This is an optimization exercise on Yosys and OpenROAD, whose aim is small area and a short achievable clock period, not a production implementation.
At most, simulation tests tie the RTL to the original design; equivalence was not proved.
No activity file was given, so power comes from the tool's default toggle rates.

==> flow/design.v (excerpt) <==
module alu(
		input  FPUCLK,
		input  [31:0] A, B,
		input  [2:0]  CTRL,
		output reg [31:0] OUT
	);
For scale: about 1500 cells after synthesis, roughly 200 flip-flops, about 100 I/O pins.
==> module alu, before the edit <==
module alu(
		input  FPUCLK,
		input  [31:0] A, B,
		input  [2:0]  CTRL,
		output reg [31:0] OUT
	);
	wire        v_in = (CTRL[2:1] == 2'b00);
	wire [8:0]  dab  = {1'b0, A[30:23]} - {1'b0, B[30:23]};
	wire [7:0]  dba  = B[30:23] - A[30:23];
	wire        agb  = (A[30:0] >= B[30:0]);		 
	reg  [22:0] ma0, mb0;
	reg  [7:0]  ea0, eb0;
	reg  [4:0]  dab0, dba0;		 
	reg         hab0, hba0;		 
	reg         ageb0;			 
	reg         sa0, sb0, agb0, nagb0, v0;
	always @(posedge FPUCLK) begin
		ma0   <= A[22:0];
		mb0   <= B[22:0];
		ea0   <= A[30:23];
		eb0   <= B[30:23];
		dab0  <= dab[4:0];
		dba0  <= dba[4:0];
		hab0  <= (dab[7:5] != 3'b000);
		hba0  <= (dba[7:5] != 3'b000);
		ageb0 <= ~dab[8];
		sa0   <= A[31];
		sb0   <= B[31] ^ CTRL[0];		 
		agb0  <= agb;
		nagb0 <= ~agb;				 
		v0    <= v_in;
	end
	wire [22:0] x1  = agb0 ? ma0 : mb0;	 
	wire [22:0] y1  = nagb0 ? ma0 : mb0;	 
	wire        sub = sa0 ^ sb0;
	wire [4:0]  d1  = (ageb0 ? dab0 : dba0) | {5{ageb0 ? hab0 : hba0}};	 
	wire [23:0] ys1 = {1'b1, y1} >> d1;
	reg  [22:0] xm1;
	reg  [23:0] ym1;
	reg  [7:0]  e1;
	reg         s1, sub1, v1;
	always @(posedge FPUCLK) begin
		xm1  <= x1;
		ym1  <= ys1 ^ {24{sub}};
		e1   <= ageb0 ? ea0 : eb0;
		s1   <= agb0 ? sa0 : sb0;
		sub1 <= sub;
		v1   <= v0;
	end
	wire [25:0] sum2 = {2'b01, xm1, 1'b1} + {1'b0, ym1, sub1};
	wire [24:0] r2   = {sum2[25] & ~sub1, sum2[24:1]};
	reg  [24:0] r2q;
	reg  [7:0]  e2;
	reg         s2, v2;
	always @(posedge FPUCLK) begin
		r2q <= r2;
		e2  <= e1 + 8'd1;
		s2  <= s1;
		v2  <= v1;
	end
	wire [31:0] lz_in = {r2q, 7'b0};
	wire [15:0] v_1;  wire [15:0] p_1;
	wire [7:0]  v_2;  wire [15:0] p_2;
	wire [3:0]  v_4;  wire [11:0] p_4;
	wire [1:0]  v_8;  wire [7:0]  p_8;
	wire [4:0]  n3;
	genvar gi;
	generate
		for (gi = 0; gi < 16; gi = gi + 1) begin : l1
			assign v_1[gi] = lz_in[2*gi+1] | lz_in[2*gi];
			assign p_1[gi] = ~lz_in[2*gi+1];
		end
		for (gi = 0; gi < 8; gi = gi + 1) begin : l2
			assign v_2[gi] = v_1[2*gi+1] | v_1[2*gi];
			assign p_2[2*gi+1:2*gi] = v_1[2*gi+1] ? {1'b0, p_1[2*gi+1]} : {1'b1, p_1[2*gi]};
		end
		for (gi = 0; gi < 4; gi = gi + 1) begin : l4
			assign v_4[gi] = v_2[2*gi+1] | v_2[2*gi];
			assign p_4[3*gi+2:3*gi] = v_2[2*gi+1] ? {1'b0, p_2[4*gi+3:4*gi+2]} : {1'b1, p_2[4*gi+1:4*gi]};
		end
		for (gi = 0; gi < 2; gi = gi + 1) begin : l8
			assign v_8[gi] = v_4[2*gi+1] | v_4[2*gi];
			assign p_8[4*gi+3:4*gi] = v_4[2*gi+1] ? {1'b0, p_4[6*gi+5:6*gi+3]} : {1'b1, p_4[6*gi+2:6*gi]};
		end
	endgenerate
	assign n3 = v_8[1] ? {1'b0, p_8[7:4]} : {1'b1, p_8[3:0]};
	wire [24:0] t16 = n3[4] ? {r2q[8:0], 16'b0} : r2q;
	wire [24:0] t8  = n3[3] ? {t16[16:0], 8'b0} : t16;
	wire [24:0] t4  = n3[2] ? {t8[20:0], 4'b0}  : t8;
	wire [24:0] t2  = n3[1] ? {t4[22:0], 2'b0}  : t4;
	wire [24:0] t1  = n3[0] ? {t2[23:0], 1'b0}  : t2;
	wire [7:0]  e3  = e2 - {3'b0, n3};
	wire        zero = ~(v_8[1] | v_8[0]);		 
	always @(posedge FPUCLK) begin
		if (v2)
			OUT <= {s2 & ~zero, e3 & {8{~zero}}, t1[23:1]};
	end
endmodule
Settings: LEC_CHECK=0, ABC_AREA=1, CAP_MARGIN=20, CORE_MARGIN=2, CORE_UTILIZATION=40, SETUP_SLACK_MARGIN=3.0, SLEW_MARGIN=20; clock period 5.5 ns.
standard.sh (not shown) runs the stock make flow with config.mk's settings and CLKGATE_MAP_FILE= SYNTH_SCRIPT=/design/flow/synth_recipe.tcl, a recipe that flattens the netlist after the stock synthesis.
==> flow/flow/run.sh <==
#!/bin/bash
set -euo pipefail
bash standard.sh \
  "BUFFER_PORTS_ARGS=-buffer_cell sky130_fd_sc_hd__buf_2" \
  finish > make_finish.log 2>&1
The baseline produced a clean layout.
Then changed:
--- a/flow/design.v
+++ b/flow/design.v
@@ -4,48 +4,44 @@
 		input  [2:0]  CTRL,
 		output reg [31:0] OUT
 	);
 	wire        v_in = (CTRL[2:1] == 2'b00);
 	wire [8:0]  dab  = {1'b0, A[30:23]} - {1'b0, B[30:23]};
 	wire [7:0]  dba  = B[30:23] - A[30:23];
-	wire        agb  = (A[30:0] >= B[30:0]);		 
+	wire        ageb = ~dab[8];						 
+	wire        mge  = (A[22:0] >= B[22:0]);
+	wire        agb  = ageb & ((dab[7:0] != 8'b0) | mge);	 
+	wire [7:0]  d    = ageb ? dab[7:0] : dba;
+	wire [4:0]  d5   = (d[7:5] != 3'b000) ? 5'd31 : d[4:0];
 	reg  [22:0] ma0, mb0;
-	reg  [7:0]  ea0, eb0;
-	reg  [4:0]  dab0, dba0;		 
-	reg         hab0, hba0;		 
-	reg         ageb0;			 
+	reg  [7:0]  e0;
+	reg  [4:0]  d0;
 	reg         sa0, sb0, agb0, nagb0, v0;
 	always @(posedge FPUCLK) begin
-		ma0   <= A[22:0];
-		mb0   <= B[22:0];
-		ea0   <= A[30:23];
-		eb0   <= B[30:23];
-		dab0  <= dab[4:0];
-		dba0  <= dba[4:0];
-		hab0  <= (dab[7:5] != 3'b000);
-		hba0  <= (dba[7:5] != 3'b000);
-		ageb0 <= ~dab[8];
-		sa0   <= A[31];
-		sb0   <= B[31] ^ CTRL[0];		 
-		agb0  <= agb;
-		nagb0 <= ~agb;				 
-		v0    <= v_in;
+		ma0  <= A[22:0];
+		mb0  <= B[22:0];
+		e0   <= ageb ? A[30:23] : B[30:23];
+		d0   <= d5;
+		sa0  <= A[31];
+		sb0  <= B[31] ^ CTRL[0];		 
+		agb0 <= agb;
+		nagb0 <= ~agb;			 
+		v0   <= v_in;
 	end
 	wire [22:0] x1  = agb0 ? ma0 : mb0;	 
 	wire [22:0] y1  = nagb0 ? ma0 : mb0;	 
 	wire        sub = sa0 ^ sb0;
-	wire [4:0]  d1  = (ageb0 ? dab0 : dba0) | {5{ageb0 ? hab0 : hba0}};	 
-	wire [23:0] ys1 = {1'b1, y1} >> d1;
+	wire [23:0] ys1 = {1'b1, y1} >> d0;
 	reg  [22:0] xm1;
 	reg  [23:0] ym1;
 	reg  [7:0]  e1;
 	reg         s1, sub1, v1;
 	always @(posedge FPUCLK) begin
 		xm1  <= x1;
 		ym1  <= ys1 ^ {24{sub}};
-		e1   <= ageb0 ? ea0 : eb0;
+		e1   <= e0;
 		s1   <= agb0 ? sa0 : sb0;
 		sub1 <= sub;
 		v1   <= v0;
 	end
 	wire [25:0] sum2 = {2'b01, xm1, 1'b1} + {1'b0, ym1, sub1};
 	wire [24:0] r2   = {sum2[25] & ~sub1, sum2[24:1]};
After rerunning: First-iteration DRC count falls by roughly a tenth; global-route usage falls by 0.35 points; die area came out lower by a few percent; final area fell by a few percent; worst setup slack improves by 36 ps; hold slack degrades by 9.8 ps; non-clock buffer count rises by 24.
Function was not checked in any run of this note: the RTL went through the layout flow alone.


alu, a different RTL version from the one above (not shown whole).
Size in the first run: ~190 flip-flops, roughly 100 I/O pins, about 11000 um2 of cells after synthesis.
==> module alu, before the edit <==
module alu(
		input  FPUCLK,
		input  [31:0] A, B,
		input  [2:0]  CTRL,
		output reg [31:0] OUT
	);
	wire        v_in = (CTRL[2:1] == 2'b00);
	wire        agb  = (A[30:0] >= B[30:0]);		 
	wire [8:0]  dab  = {1'b0, A[30:23]} - {1'b0, B[30:23]};
	wire [7:0]  dba  = B[30:23] - A[30:23];
	wire        ageb = ~dab[8];						 
	wire [7:0]  d    = ageb ? dab[7:0] : dba;
	wire [4:0]  d5   = (d[7:5] != 3'b000) ? 5'd31 : d[4:0];
	reg  [22:0] ma0, mb0;
	reg  [7:0]  e0;
	reg  [4:0]  d0;
	reg         sa0, sb0, agb0, v0;
	always @(posedge FPUCLK) begin
		ma0  <= A[22:0];
		mb0  <= B[22:0];
		e0   <= ageb ? A[30:23] : B[30:23];
		d0   <= d5;
		sa0  <= A[31];
		sb0  <= B[31] ^ CTRL[0];		 
		agb0 <= agb;
		v0   <= v_in;
	end
	wire [22:0] x1  = agb0 ? ma0 : mb0;	 
	wire [22:0] y1  = agb0 ? mb0 : ma0;	 
	wire        sub = sa0 ^ sb0;
	wire [23:0] ys1 = {1'b1, y1} >> d0;
	reg  [22:0] xm1;
	reg  [23:0] ym1;
	reg  [7:0]  e1;
	reg         s1, sub1, v1;
	always @(posedge FPUCLK) begin
		xm1  <= x1;
		ym1  <= ys1 ^ {24{sub}};
		e1   <= e0;
		s1   <= agb0 ? sa0 : sb0;
		sub1 <= sub;
		v1   <= v0;
	end
	wire [25:0] sum2 = {2'b01, xm1, 1'b1} + {1'b0, ym1, sub1};
	wire [24:0] r2   = {sum2[25] & ~sub1, sum2[24:1]};
	reg  [24:0] r2q;
	reg  [7:0]  e2;
	reg         s2, v2;
	always @(posedge FPUCLK) begin
		r2q <= r2;
		e2  <= e1 + 8'd1;
		s2  <= s1;
		v2  <= v1;
	end
	wire [31:0] lz_in = {r2q, 7'b0};
	wire [15:0] v_1;  wire [15:0] p_1;
	wire [7:0]  v_2;  wire [15:0] p_2;
	wire [3:0]  v_4;  wire [11:0] p_4;
	wire [1:0]  v_8;  wire [7:0]  p_8;
	wire [4:0]  n3;
	genvar gi;
	generate
		for (gi = 0; gi < 16; gi = gi + 1) begin : l1
			assign v_1[gi] = lz_in[2*gi+1] | lz_in[2*gi];
			assign p_1[gi] = ~lz_in[2*gi+1];
		end
		for (gi = 0; gi < 8; gi = gi + 1) begin : l2
			assign v_2[gi] = v_1[2*gi+1] | v_1[2*gi];
			assign p_2[2*gi+1:2*gi] = v_1[2*gi+1] ? {1'b0, p_1[2*gi+1]} : {1'b1, p_1[2*gi]};
		end
		for (gi = 0; gi < 4; gi = gi + 1) begin : l4
			assign v_4[gi] = v_2[2*gi+1] | v_2[2*gi];
			assign p_4[3*gi+2:3*gi] = v_2[2*gi+1] ? {1'b0, p_2[4*gi+3:4*gi+2]} : {1'b1, p_2[4*gi+1:4*gi]};
		end
		for (gi = 0; gi < 2; gi = gi + 1) begin : l8
			assign v_8[gi] = v_4[2*gi+1] | v_4[2*gi];
			assign p_8[4*gi+3:4*gi] = v_4[2*gi+1] ? {1'b0, p_4[6*gi+5:6*gi+3]} : {1'b1, p_4[6*gi+2:6*gi]};
		end
	endgenerate
	assign n3 = v_8[1] ? {1'b0, p_8[7:4]} : {1'b1, p_8[3:0]};
	wire [24:0] t16 = n3[4] ? {r2q[8:0], 16'b0} : r2q;
	wire [24:0] t8  = n3[3] ? {t16[16:0], 8'b0} : t16;
	wire [24:0] t4  = n3[2] ? {t8[20:0], 4'b0}  : t8;
	wire [24:0] t2  = n3[1] ? {t4[22:0], 2'b0}  : t4;
	wire [24:0] t1  = n3[0] ? {t2[23:0], 1'b0}  : t2;
	wire [7:0]  e3  = e2 - {3'b0, n3};
	wire        zero = (r2q == 25'b0);
	always @(posedge FPUCLK) begin
		if (v2)
			OUT <= zero ? 32'h00000000 : {s2, e3, t1[23:1]};
	end
endmodule
clock: 5.5 ns
lec_check: 0
abc_area: 1
cap_margin: 20
core_margin: 2
core_utilization: 40
setup_slack_margin: 3.0
slew_margin: 20
run.sh (not shown) runs the stock make flow with config.mk's settings and CLKGATE_MAP_FILE= SYNTH_SCRIPT=/design/flow/synth_recipe.tcl, a recipe that flattens the netlist after the stock synthesis.
Stock flow here: none of the scripts above is used.
The baseline finished with timing, DRC and antenna clean.
Rerun with:
--- a/flow/design.v
+++ b/flow/design.v
@@ -2,16 +2,17 @@
 		input  FPUCLK,
 		input  [31:0] A, B,
 		input  [2:0]  CTRL,
 		output reg [31:0] OUT
 	);
 	wire        v_in = (CTRL[2:1] == 2'b00);
-	wire        agb  = (A[30:0] >= B[30:0]);		 
 	wire [8:0]  dab  = {1'b0, A[30:23]} - {1'b0, B[30:23]};
 	wire [7:0]  dba  = B[30:23] - A[30:23];
 	wire        ageb = ~dab[8];						 
+	wire        mge  = (A[22:0] >= B[22:0]);
+	wire        agb  = ageb & ((dab[7:0] != 8'b0) | mge);	 
 	wire [7:0]  d    = ageb ? dab[7:0] : dba;
 	wire [4:0]  d5   = (d[7:5] != 3'b000) ? 5'd31 : d[4:0];
 	reg  [22:0] ma0, mb0;
 	reg  [7:0]  e0;
 	reg  [4:0]  d0;
 	reg         sa0, sb0, agb0, v0;
@@ -81,12 +82,12 @@
 	wire [24:0] t16 = n3[4] ? {r2q[8:0], 16'b0} : r2q;
 	wire [24:0] t8  = n3[3] ? {t16[16:0], 8'b0} : t16;
 	wire [24:0] t4  = n3[2] ? {t8[20:0], 4'b0}  : t8;
 	wire [24:0] t2  = n3[1] ? {t4[22:0], 2'b0}  : t4;
 	wire [24:0] t1  = n3[0] ? {t2[23:0], 1'b0}  : t2;
 	wire [7:0]  e3  = e2 - {3'b0, n3};
-	wire        zero = (r2q == 25'b0);
+	wire        zero = ~(v_8[1] | v_8[0]);		 
 	always @(posedge FPUCLK) begin
 		if (v2)
-			OUT <= zero ? 32'h00000000 : {s2, e3, t1[23:1]};
+			OUT <= {s2 & ~zero, e3 & {8{~zero}}, t1[23:1]};
 	end
 endmodule
- The changed run produced a clean layout
- synthesized area goes up slightly
- first-iteration DRC count goes up by a quarter to a third
- power increases slightly
- synthesized cell count came out higher by a few percent
- maximum frequency shrinks by a few percent
- worst hold slack hardly moves
- cell area grows by a few percent
- non-clock buffer count rose by 9
- via count goes up by a few percent
- clock skew came out lower by 0.0031 ns
- combinational power grows by a few percent
- routed wire length increases by a few percent
- count of clock-buffer cells in the layout stays the same
- critical path depth is higher by 1
Function not checked in the first run of this note: the RTL went through the layout flow alone.


the previous run:
alu, a different RTL version from the one above (not shown whole).
Size in the first run: roughly 190 flip-flops, about 100 I/O pins, ~11000 µm² of cells after synthesis.
==> module alu, before the edit <==
module alu(
		input  FPUCLK,
		input  [31:0] A, B,
		input  [2:0]  CTRL,
		output reg [31:0] OUT
	);
	wire        v_in = (CTRL[2:1] == 2'b00);
	wire [31:0] ca = {A[30:0], 1'b0}, cb = {B[30:0], 1'b0};
	wire [31:0] cg0 = ca & ~cb, cl0 = ~ca & cb;
	wire [15:0] cg1, cl1;
	wire [7:0]  cg2, cl2;
	wire [3:0]  cg3, cl3;
	wire [1:0]  cg4, cl4;
	genvar ci;
	generate
		for (ci = 0; ci < 16; ci = ci + 1) begin : c1
			assign cg1[ci] = cg0[2*ci+1] | (~cl0[2*ci+1] & cg0[2*ci]);
			assign cl1[ci] = cl0[2*ci+1] | (~cg0[2*ci+1] & cl0[2*ci]);
		end
		for (ci = 0; ci < 8; ci = ci + 1) begin : c2
			assign cg2[ci] = cg1[2*ci+1] | (~cl1[2*ci+1] & cg1[2*ci]);
			assign cl2[ci] = cl1[2*ci+1] | (~cg1[2*ci+1] & cl1[2*ci]);
		end
		for (ci = 0; ci < 4; ci = ci + 1) begin : c3
			assign cg3[ci] = cg2[2*ci+1] | (~cl2[2*ci+1] & cg2[2*ci]);
			assign cl3[ci] = cl2[2*ci+1] | (~cg2[2*ci+1] & cl2[2*ci]);
		end
		for (ci = 0; ci < 2; ci = ci + 1) begin : c4
			assign cg4[ci] = cg3[2*ci+1] | (~cl3[2*ci+1] & cg3[2*ci]);
			assign cl4[ci] = cl3[2*ci+1] | (~cg3[2*ci+1] & cl3[2*ci]);
		end
	endgenerate
	wire        agb  = ~(cl4[1] | (~cg4[1] & cl4[0]));	 
	wire        ageb = ~cl3[3];					 
	wire [7:0]  dab  = A[30:23] - B[30:23];
	wire [7:0]  dba  = B[30:23] - A[30:23];
	wire [7:0]  d    = ageb ? dab : dba;
	wire [4:0]  d5   = (d[7:5] != 3'b000) ? 5'd31 : d[4:0];
	reg  [22:0] ma0, mb0;
	reg  [7:0]  e0;
	reg  [4:0]  d0;
	reg         sa0, sb0, agb0, nagb0, v0;
	always @(posedge FPUCLK) begin
		ma0  <= A[22:0];
		mb0  <= B[22:0];
		e0   <= ageb ? A[30:23] : B[30:23];
		d0   <= d5;
		sa0  <= A[31];
		sb0  <= B[31] ^ CTRL[0];		 
		agb0 <= agb;
		nagb0 <= ~agb;			 
		v0   <= v_in;
	end
	wire [22:0] x1  = agb0 ? ma0 : mb0;	 
	wire [22:0] y1  = nagb0 ? ma0 : mb0;	 
	wire        sub = sa0 ^ sb0;
	wire [23:0] ys1 = {1'b1, y1} >> d0;
	reg  [22:0] xm1;
	reg  [23:0] ym1;
	reg  [7:0]  e1;
	reg         s1, sub1, v1;
	always @(posedge FPUCLK) begin
		xm1  <= x1;
		ym1  <= ys1 ^ {24{sub}};
		e1   <= e0;
		s1   <= agb0 ? sa0 : sb0;
		sub1 <= sub;
		v1   <= v0;
	end
	wire [25:0] sum2 = {2'b01, xm1, 1'b1} + {1'b0, ym1, sub1};
	wire [24:0] r2   = {sum2[25] & ~sub1, sum2[24:1]};
	reg  [24:0] r2q;
	reg  [7:0]  e2;
	reg         s2, v2;
	always @(posedge FPUCLK) begin
		r2q <= r2;
		e2  <= e1 + 8'd2;			 
		s2  <= s1;
		v2  <= v1;
	end
	wire [31:0] lz_in = {r2q, 7'b0};
	wire [15:0] v_1;  wire [15:0] p_1;
	wire [7:0]  v_2;  wire [15:0] p_2;
	wire [3:0]  v_4;  wire [11:0] p_4;
	wire [1:0]  v_8;  wire [7:0]  p_8;
	wire [4:0]  n3;
	genvar gi;
	generate
		for (gi = 0; gi < 16; gi = gi + 1) begin : l1
			assign v_1[gi] = lz_in[2*gi+1] | lz_in[2*gi];
			assign p_1[gi] = ~lz_in[2*gi+1];
		end
		for (gi = 0; gi < 8; gi = gi + 1) begin : l2
			assign v_2[gi] = v_1[2*gi+1] | v_1[2*gi];
			assign p_2[2*gi+1:2*gi] = v_1[2*gi+1] ? {1'b0, p_1[2*gi+1]} : {1'b1, p_1[2*gi]};
		end
		for (gi = 0; gi < 4; gi = gi + 1) begin : l4
			assign v_4[gi] = v_2[2*gi+1] | v_2[2*gi];
			assign p_4[3*gi+2:3*gi] = v_2[2*gi+1] ? {1'b0, p_2[4*gi+3:4*gi+2]} : {1'b1, p_2[4*gi+1:4*gi]};
		end
		for (gi = 0; gi < 2; gi = gi + 1) begin : l8
			assign v_8[gi] = v_4[2*gi+1] | v_4[2*gi];
			assign p_8[4*gi+3:4*gi] = v_4[2*gi+1] ? {1'b0, p_4[6*gi+5:6*gi+3]} : {1'b1, p_4[6*gi+2:6*gi]};
		end
	endgenerate
	assign n3 = v_8[1] ? {1'b0, p_8[7:4]} : {1'b1, p_8[3:0]};
	wire [24:0] t16 = n3[4] ? {r2q[8:0], 16'b0} : r2q;
	wire [24:0] t8  = n3[3] ? {t16[16:0], 8'b0} : t16;
	wire [24:0] t4  = n3[2] ? {t8[20:0], 4'b0}  : t8;
	wire [24:0] t2  = n3[1] ? {t4[22:0], 2'b0}  : t4;
	wire [24:0] t1  = n3[0] ? {t2[23:0], 1'b0}  : t2;
	wire [7:0]  e3  = e2 + {3'b111, ~n3};
	wire        zero = ~(v_8[1] | v_8[0]);		 
	always @(posedge FPUCLK) begin
		if (v2)
			OUT <= {s2 & ~zero, e3 & {8{~zero}}, t1[23:1]};
	end
endmodule
clock: 5.5 ns
lec_check: 0
abc_area: 1
cap_margin: 20
core_margin: 2
core_utilization: 40
setup_slack_margin: 3.0
slew_margin: 20
standard.sh (not shown) runs the stock make flow with config.mk's settings and CLKGATE_MAP_FILE= SYNTH_SCRIPT=/design/flow/synth_recipe.tcl, a recipe that flattens the netlist after the stock synthesis.
Scripts as last shown in full above: flow/flow/run.sh
The previous run went all the way through synthesis, placement and routing and the layout is clean on timing, DRC and antenna.
Input changes introduced in the current run (baseline for comparison: the previous run):
--- a/flow/design.v
+++ b/flow/design.v
@@ -110,5 +110,20 @@
 	wire [24:0] t2  = n3[1] ? {t4[22:0], 2'b0}  : t4;
 	wire [24:0] t1  = n3[0] ? {t2[23:0], 1'b0}  : t2;
-	wire [7:0]  e3  = e2 + {3'b111, ~n3};
+	wire [3:0]  elo = {1'b0, e2[2:0]} + {1'b0, ~n3[2:0]};
+	wire [4:0]  u0  = e2[7:3] - 5'd4;
+	wire [4:0]  u1  = e2[7:3] - 5'd3;
+	wire [4:0]  u2  = e2[7:3] - 5'd2;
+	wire [4:0]  u3  = e2[7:3] - 5'd1;
+	wire [4:0]  u4  = e2[7:3];
+	reg  [4:0]  ehi0, ehi1;		 
+	always @(*) begin
+		case (~n3[4:3])
+			2'd0: begin ehi0 = u0; ehi1 = u1; end
+			2'd1: begin ehi0 = u1; ehi1 = u2; end
+			2'd2: begin ehi0 = u2; ehi1 = u3; end
+			default: begin ehi0 = u3; ehi1 = u4; end
+		endcase
+	end
+	wire [7:0]  e3  = {elo[3] ? ehi1 : ehi0, elo[2:0]};
 	wire        zero = ~(v_8[1] | v_8[0]);		 
 	always @(posedge FPUCLK) begin
### Flow results
- Having completed the whole flow, the current run delivered a layout that passed the timing, design-rule and antenna checks.
- The previous run ended up with sky130_fd_sc_hd__dfxtp_2 as its critical-path cell with the highest stage delay; the current run ended up with sky130_fd_sc_hd__o21ai_1.
- [compare] base=the previous run new=the current run: clock transition at the registers of the reported paths level; average vias per placed instance moved down; number of signal-net buffers in the layout moved up; arithmetic-cell share of the synthesized area counting full adders, half adders and majority gates moved up; latest clock arrival within the worst-skew pair level.
- Taking the previous run as the reference, in the current run sequential power was more or less identical, largest clock skew in the final design went down by 7.7 ps, total power consumption of the routed design was more or less identical, tightest hold margin went up by 8.4 ps.
- Compared the previous run against the current run; global-route wire length before repair within noise.
- The current run against the previous run: core utilization of the finished layout has decreased, number of antenna violations at the first check in global routing lower.
- Delta(routed length on met3, the current run - the previous run) < 0
- The current run ends up with a layout overhead on the synthesized area that is 1.2 points lower than in the previous run.
Function was not checked in any run of this note: the RTL went through the layout flow alone.

-- static timing again, ports no longer ideal --
Ports are ideal in the flow. The routed layouts listed here were re-timed in OpenROAD. Step 1 assumes that a clkbuf_16 drives the clock port and a buf_2 every other input. Step 2 also shifts input and output timing later by t, the mid clock arrival at the registers, as if the neighbouring blocks saw the same clock. a / b / c = no drivers / after step 1 / after step 2; a / b = the first two.
| run | t (ns) | slack for setup (ns) | worst hold slack (ns) |
|---|---|---|---|
| the first run of note 1 | 0.560 | 2.950 / 2.950 / 2.627 | 0.326 / 0.326 / 0.326 |
| the second run of note 1 | 0.477 | 2.987 / 2.984 / 2.507 | 0.316 / 0.316 / 0.316 |
| the first run of note 2 | 0.470 | 3.050 / 3.050 / 2.632 | 0.328 / 0.328 / 0.328 |
| the second run of note 2 | 0.487 | 2.921 / 2.921 / 2.517 | 0.326 / 0.326 / 0.326 |
| the previous run | 0.478 | 2.950 / 2.950 / 2.654 | 0.320 / 0.320 / 0.320 |
| the current run | 0.473 | 2.972 / 2.972 / 2.655 | 0.329 / 0.329 / 0.329 |
After both steps setup and hold are still met in every run listed. The setup slack of the second run of note 1, which loses most, moves by -0.003 ns with the drivers and by -0.480 ns with both steps.
